This design comes from an exercise in tuning for small area, a short achievable clock period and few clock cycles per item on the open sky130 flow, not from production work.
The RTL was checked by simulation tests, not by an equivalence proof against the original design.
No activity file was given, so power comes from the tool's default toggle rates.

### flow/config.mk
export PLATFORM = sky130hd
export DESIGN_NAME = ysyx_041461_DIV
export DESIGN_NICKNAME = ysyx_041461_DIV
export VERILOG_FILES = /design/flow/design.v
export SDC_FILE = /design/flow/constraint.sdc
export NUM_CORES = 4
export LEC_CHECK = 0
export CAP_MARGIN = 60
export CORE_MARGIN = 2
export CORE_UTILIZATION = 40
export SETUP_SLACK_MARGIN = 5
export SLEW_MARGIN = 60
### flow/constraint.sdc
create_clock -name core_clock -period 11.0 [get_ports {clk}]
set_input_delay 2.2000 -clock core_clock [delete_from_list [all_inputs] [get_ports {clk}]]
set_output_delay 2.2000 -clock core_clock [all_outputs]
set_load 0.01 [all_outputs]
### flow/design.v
module ysyx_041461_DIV(
    input  wire   [0:0]  clk          ,
    input  wire   [0:0]  rst          ,
    input  wire   [0:0]  DIV_valid_in ,
    input  wire   [0:0]  DIV_signed   ,
    input  wire   [0:0]  DIV_divw     ,
    input  wire   [63:0] DIV_dividend ,
    input  wire   [63:0] DIV_divisor  ,
    output reg    [0:0]  DIV_valid_out,
    output wire   [63:0] DIV_quotient ,
    output wire   [63:0] DIV_remainder
);
reg         s_idle, s_abs, s_lz, s_align, s_iter, s_corr, s_fix;
reg  [63:0] R;       
reg         sg_a;    
reg         sg_b;    
reg  [63:0] D;       
reg  [63:0] Q;       
reg  [5:0]  cnt;     
reg         rneg;    
reg         dneg;    
assign DIV_quotient  = Q;
assign DIV_remainder = R;
wire        a_sb  = DIV_divw ? DIV_dividend[31] : DIV_dividend[63];
wire        b_sb  = DIV_divw ? DIV_divisor[31]  : DIV_divisor[63];
wire        a_neg = DIV_signed & a_sb;
wire        b_neg = DIV_signed & b_sb;
wire [63:0] a_ext = {DIV_divw ? {32{a_neg}} : DIV_dividend[63:32], DIV_dividend[31:0]};
wire [63:0] b_ext = {DIV_divw ? {32{b_neg}} : DIV_divisor[63:32],  DIV_divisor[31:0]};
function [2:0] lz4(input [3:0] x);
    lz4 = x[3] ? 3'd0 : x[2] ? 3'd1 : x[1] ? 3'd2 : x[0] ? 3'd3 : 3'd4;
endfunction
function [4:0] lz16(input [15:0] x);
    reg [2:0] a, b, c, d;
    begin
        a = lz4(x[15:12]); b = lz4(x[11:8]); c = lz4(x[7:4]); d = lz4(x[3:0]);
        lz16 = !a[2] ? {3'd0, a[1:0]} : !b[2] ? {3'd1, b[1:0]} :
               !c[2] ? {3'd2, c[1:0]} : !d[2] ? {3'd3, d[1:0]} : 5'd16;
    end
endfunction
function [6:0] lz64(input [63:0] x);
    reg [4:0] a, b, c, d;
    begin
        a = lz16(x[63:48]); b = lz16(x[47:32]); c = lz16(x[31:16]); d = lz16(x[15:0]);
        lz64 = !a[4] ? {3'd0, a[3:0]} : !b[4] ? {3'd1, b[3:0]} :
               !c[4] ? {3'd2, c[3:0]} : !d[4] ? {3'd3, d[3:0]} : 7'd64;
    end
endfunction
function [64:0] add65(input [64:0] a, input [64:0] b, input cin);
    reg [64:0] g, p, G, P;
    integer i, l, j;
    begin
        g = a & b;
        p = a ^ b;
        G = g;
        P = p;
        G[0] = g[0] | (p[0] & cin);
        for (l = 0; l < 7; l = l + 1)
            for (i = 0; i < 65; i = i + 1)
                if ((i >> l) & 1) begin
                    j = ((i >> l) << l) - 1;
                    G[i] = G[i] | (P[i] & G[j]);
                    P[i] = P[i] & P[j];
                end
        add65 = p ^ {G[63:0], cin};
    end
endfunction
wire       need_fix = rneg | dneg;
wire [6:0] lz_r = lz64(R);
wire [6:0] lz_d = lz64(D);
wire [5:0] sdiff = lz_d[5:0] - lz_r[5:0];
wire       d_zero = lz_d[6];
wire       s_zero = lz_d == lz_r;
wire       do_lz = s_lz | (s_abs & ~need_fix);
wire [64:0] sum = add65({sg_b, R},
                        {1'b0, D} ^ {{33{~sg_b}}, {32{~sg_a}}}, ~sg_a);
wire        neg = sum[64];
wire        no_iter = d_zero | neg;              
wire        last = cnt == 6'd0;
wire [5:0]  step = (cnt[5:4] != 2'd0) ? 6'd16 : (cnt[3:2] != 2'd0) ? 6'd4 : 6'd1;
wire        al_last = cnt == step;
wire [5:0]  shifted = Q[5:0] + step;
wire        fin = (do_lz & no_iter) | (s_iter & last & ~neg) | s_corr;
always @(posedge clk or posedge rst) begin
    if (rst) begin
        s_idle        <= 1'b1;
        s_abs         <= 1'b0;
        s_lz          <= 1'b0;
        s_align       <= 1'b0;
        s_iter        <= 1'b0;
        s_corr        <= 1'b0;
        s_fix         <= 1'b0;
        DIV_valid_out <= 1'b0;
    end
    else begin
        s_idle        <= (s_idle & ~DIV_valid_in) | DIV_valid_out;
        s_abs         <= s_idle & DIV_valid_in;
        s_lz          <= s_abs & need_fix;
        s_align       <= (do_lz & ~no_iter & ~s_zero) | (s_align & ~al_last);
        s_iter        <= (do_lz & ~no_iter & s_zero) | (s_align & al_last) | (s_iter & ~last);
        s_corr        <= s_iter & last & neg;
        s_fix         <= fin & need_fix;
        DIV_valid_out <= (fin & ~need_fix) | s_fix;
    end
end
always @(posedge clk) begin
    sg_a <= s_iter & neg;
    sg_b <= (s_iter | s_corr) & neg;
    if (s_idle) begin
        R    <= a_ext;
        D    <= b_ext;
        rneg <= a_neg;
        dneg <= b_neg;
    end
    else if (s_abs | s_lz) begin
        if (do_lz) begin
            Q   <= {64{d_zero}};
            cnt <= sdiff;
        end
        else begin
            if (rneg) R <= -R;
            if (dneg) D <= -D;
        end
    end
    else if (s_align) begin
        D  <= (step == 6'd16) ? {D[47:0], 16'b0} :
              (step == 6'd4)  ? {D[59:0], 4'b0}  : {D[62:0], 1'b0};
        Q[5:0] <= al_last ? 6'd0 : shifted;
        cnt    <= al_last ? shifted : cnt - step;
    end
    else if (s_iter) begin
        R   <= sum[63:0];
        Q   <= {Q[62:0], ~neg};
        if (!last) D <= {1'b0, D[63:1]};
        cnt <= cnt - 6'd1;
    end
    else if (s_corr) begin
        R   <= sum[63:0];
    end
    else if (s_fix) begin
        if (rneg)        R <= -R;
        if (rneg ^ dneg) Q <= -Q;
    end
end
endmodule
### flow/run.sh
#!/bin/bash
# synth_recipe.tcl (not shown) runs the flow's synth.tcl, then flattens the netlist and writes it again
# the make line also repeats each setting of config.mk as NAME=value (left out here)
make -C /OpenROAD-flow-scripts/flow DESIGN_CONFIG=/design/flow/config.mk WORK_HOME=/design/flow/orfs CLKGATE_MAP_FILE= SYNTH_SCRIPT=/design/flow/synth_recipe.tcl finish
==> summary.txt <==
-- routing by layer --
layer  vias up  GRT usage  share of wire
li1      10139          -              -
met1     10419     0.3661           0.43
met2       934     0.4568           0.47
met3       160    0.03940          0.070
met4         2    0.09361          0.036
met5         -          0        0.00016
-- layout make-up --
| type | instances | share of cell area |
|---|---|---|
| Timing Repair Buffer | 309 | 0.1232 |
| Sequential cell | 210 | 0.2430 |
| Clock inverter | 14 | 0.004613 |
| Inverter | 124 | 0.01807 |
| Clock buffer | 40 | 0.03055 |
| Multi-Input combinational cell | 2161 | 0.5472 |
| Tap cell | 688 | 0.03341 |
-- synth_stat cells, drive strengths merged (27+ instances only) --
cell,n
nor4,46
nand2b,29
xnor2,152
o21bai,32
buf,42
a21oi,335
nor3,65
nand2,258
xor2,80
o211ai,34
o31ai,42
clkbuf,176
nor2,312
o21ai,152
a31oi,27
inv,122
ha,85
mux2i,83
a211oi,72
nand3,35
or3,28
edfxtp,200
-- state kept, by name, indices dropped and copies added (netlist names), 6 cells and up --
signal,flops
cnt,6
D,64
R,64
Q,64
-- metrics by stage --
step	power, mW	hold WS, ns	setup slack [ns]	cell area [um^2]
final	1.862	0.5476	6.231	25760
after global routing	1.907	0.5671	5.994	25760
after CTS	1.876	0.5506	6.258	25580
after detailed placement	0.9475	0.5335	6.311	24670
after global placement	0.9478	0.5078	6.378	24360
after floorplan	0.8882	0.4731	5.104	21480
-- worst register-to-register path: stages (launching register included) --
cell and delay [ns]:
edfxtp_1 0.56, inv_1 0.23, mux2_2 0.38, fa_1 0.39
nand2b_1 0.22, a211oi_1 0.37, o2111ai_1 0.27, a21oi_2 0.35
o2111ai_1 0.28, a21oi_1 0.43, o2111ai_2 0.27, o21bai_1 0.28
a21oi_1 0.22, o41ai_1 0.41
-- cell usage in the layout, fill, tap and decap left out, types with 23 or more instances in the layout --
master           synthesis  final
nor4_1                  33     28
nor3_1                  59     55
a31oi_1                 27     27
mux2i_1                 83     83
a211oi_1                72     72
inv_1                  121    121
a21oi_1                333    333
nand2b_1                28     28
o21bai_1                32     31
o211ai_1                34     34
nand3_1                 33     33
edfxtp_1               200    200
clkdlybuf4s50_1          0    261
ha_1                    85     85
nand2_1                258    258
o31ai_1                 41     41
a21o_1                  24     23
xnor2_1                152    152
or3_1                   27     26
clkbuf_16                0     29
nor2_1                 310    300
xor2_1                  80     80
o21ai_0                145    145
-- worst max-delay path by stage --
stage / startpoint / to / cells past startpoint
2_1_floorplan: s_lz / Q[10] / 6
3_3_place_gp: R[0] / cnt[5] / 21
3_5_place_dp: D[0] / s_align / 13
4_1_cts: D[0] / s_align / 13
5_1_grt: D[0] / s_align / 13
6_report: D[0] / s_align / 13
-- cells by family after synthesis --
logic type	after synthesis	synth area share
XOR/XNOR	232	0.09458
adder cells (fa/ha/maj)	92	0.05603
flip-flops	210	0.2908
multiplexers	94	0.04444
buffers and inverters	342	0.06197
AO/OA/AOI/OAI	857	0.2494
AND/OR/NAND/NOR	886	0.2027
-- power by group --
group | total [mW] | switching [mW] | internal [mW]
Combinational | 0.0691 | 0.0251 | 0.0440
Sequential | 0.862 | 0 | 0.862
Clock | 0.931 | 0.388 | 0.542
==> impl_metrics.ini <==
[cts]
clock_latency_ns = 0.59
cts_hold_buf = 0
clockBufferDepth = 3
clk_pin_slew_worst_paths_ns = 0.06
clock-sinks = 210
h-tree-depth = 1
numCtsBuffers = 29
ctsRootBufferMaster = clkbuf_16
cts_tree = built
cts_resized = 0
postCtsSetupBuffers = 0

[cells_and_area]
fin_util = 0.4874
syn2layout_area_growth_pct = 19.93
final_nets = 3060
fillCellCount = 5152
drive_above_1_share = 0.06578
multi_input_area_um2 = 14100
diodes = 0
register_area_um2 = 6261
finalNonFillerCells = 3546

[route]
vias = 21654
vias_per_cell = 6.107
avgRoutedWirePerCell_um = 22.40
ant_nets = 0
drc = 0
firstDrtPassIters = 6
postRouteWirelength_mm = 79.42
first_iter_violations = 2255

[synth]
syn_nets = 2938
yosys.area.top_type = edfxtp_1
synth_area_leaders = edfxtp_1, a21oi_1, xnor2_1
yosys_warnings = 1
synth_ff_type = edfxtp_1
synth_cell_types = 94
synth_edf_count = 200
synth-seq-area-share = 0.2908
synth_top_area_frac = 0.2796
synthArstFlopShare = 0.03810
syn_inst = 2713
synth-seq-cells = 210
netlist_area_um2 = 21480
avgSynthCellArea_um2 = 7.919

[floorplan]
fp.coreArea_um2 = 52870
die_area_um2 = 55580
start_util = 0.4064
die_w_um = 235.8
ios = 262
die_h_um = 235.8
rows = 84

[grt]
grt_pass1_wl_mm = 123.3
grt_use_total = 0.2751
first_global_vias = 20974
antenna_found_initial = 2
grt-ovfl-total = 0
grt_max_degree = 95

[worst_setup_path]
rrSetupSlack_ns = 6.23
critPathArrivalTime_ns = 5.22
crit_type = reg -> reg
cp_top_family = compound AO/OA/AOI/OAI gates
cp.required_ns = 11.45
r2r-end = s_align
rr_worst_depth = 13
endpoint_kind = flop
cp_max_fo = 8
cpPeakStageDelay_ns = 0.56
crit_chain = inv_1 -> mux2_2 -> fa_1 -> nand2b_1 -> a211oi_1 -> o2111ai_1 -> a21oi_2 -> o2111ai_1 -> a21oi_1 -> o2111ai_2 -> o21bai_1 -> a21oi_1 -> o41ai_1
r2r-start = D[0]
slowest_stage = edfxtp_1
worst-path-buf-inv = 1
startpoint_type = flop

[worst_hold_path]
hp-class = reg -> reg
worstHoldEndpoint = DIV_valid_out
hp-start = s_fix
hold_depth = 1

[sta]
final.setup.tns_ns = 0
fin_crit_ns = 4.769
grt_setup_unrepaired = no
relSlewSlack = 0.6040
clock_skew_ns = 0.03163
worst_pin_slew_ns = 0.5941
setup_viol = 0
final_max_slew_viol_count = 0
fmax_ghz = 0.2097
fin_crit_sh = 0.4335
final-hold-violation-count = 0

[place]
placed_cells = 3484
gp_congestion = 0.9537
dp.final_hpwl_mm = 57.22
port_buffers = 261

[power_and_ir_drop]
ir_worst_vdd_mv = 0.1194
power_density_nw_per_um2 = 72.26
leakage_nw = 9.000

[job]
drv_cap = 0

[outcome]
status = finished clean
Testbench counts, summed over its fixed seeds: cycles 20,075, items 1,600.
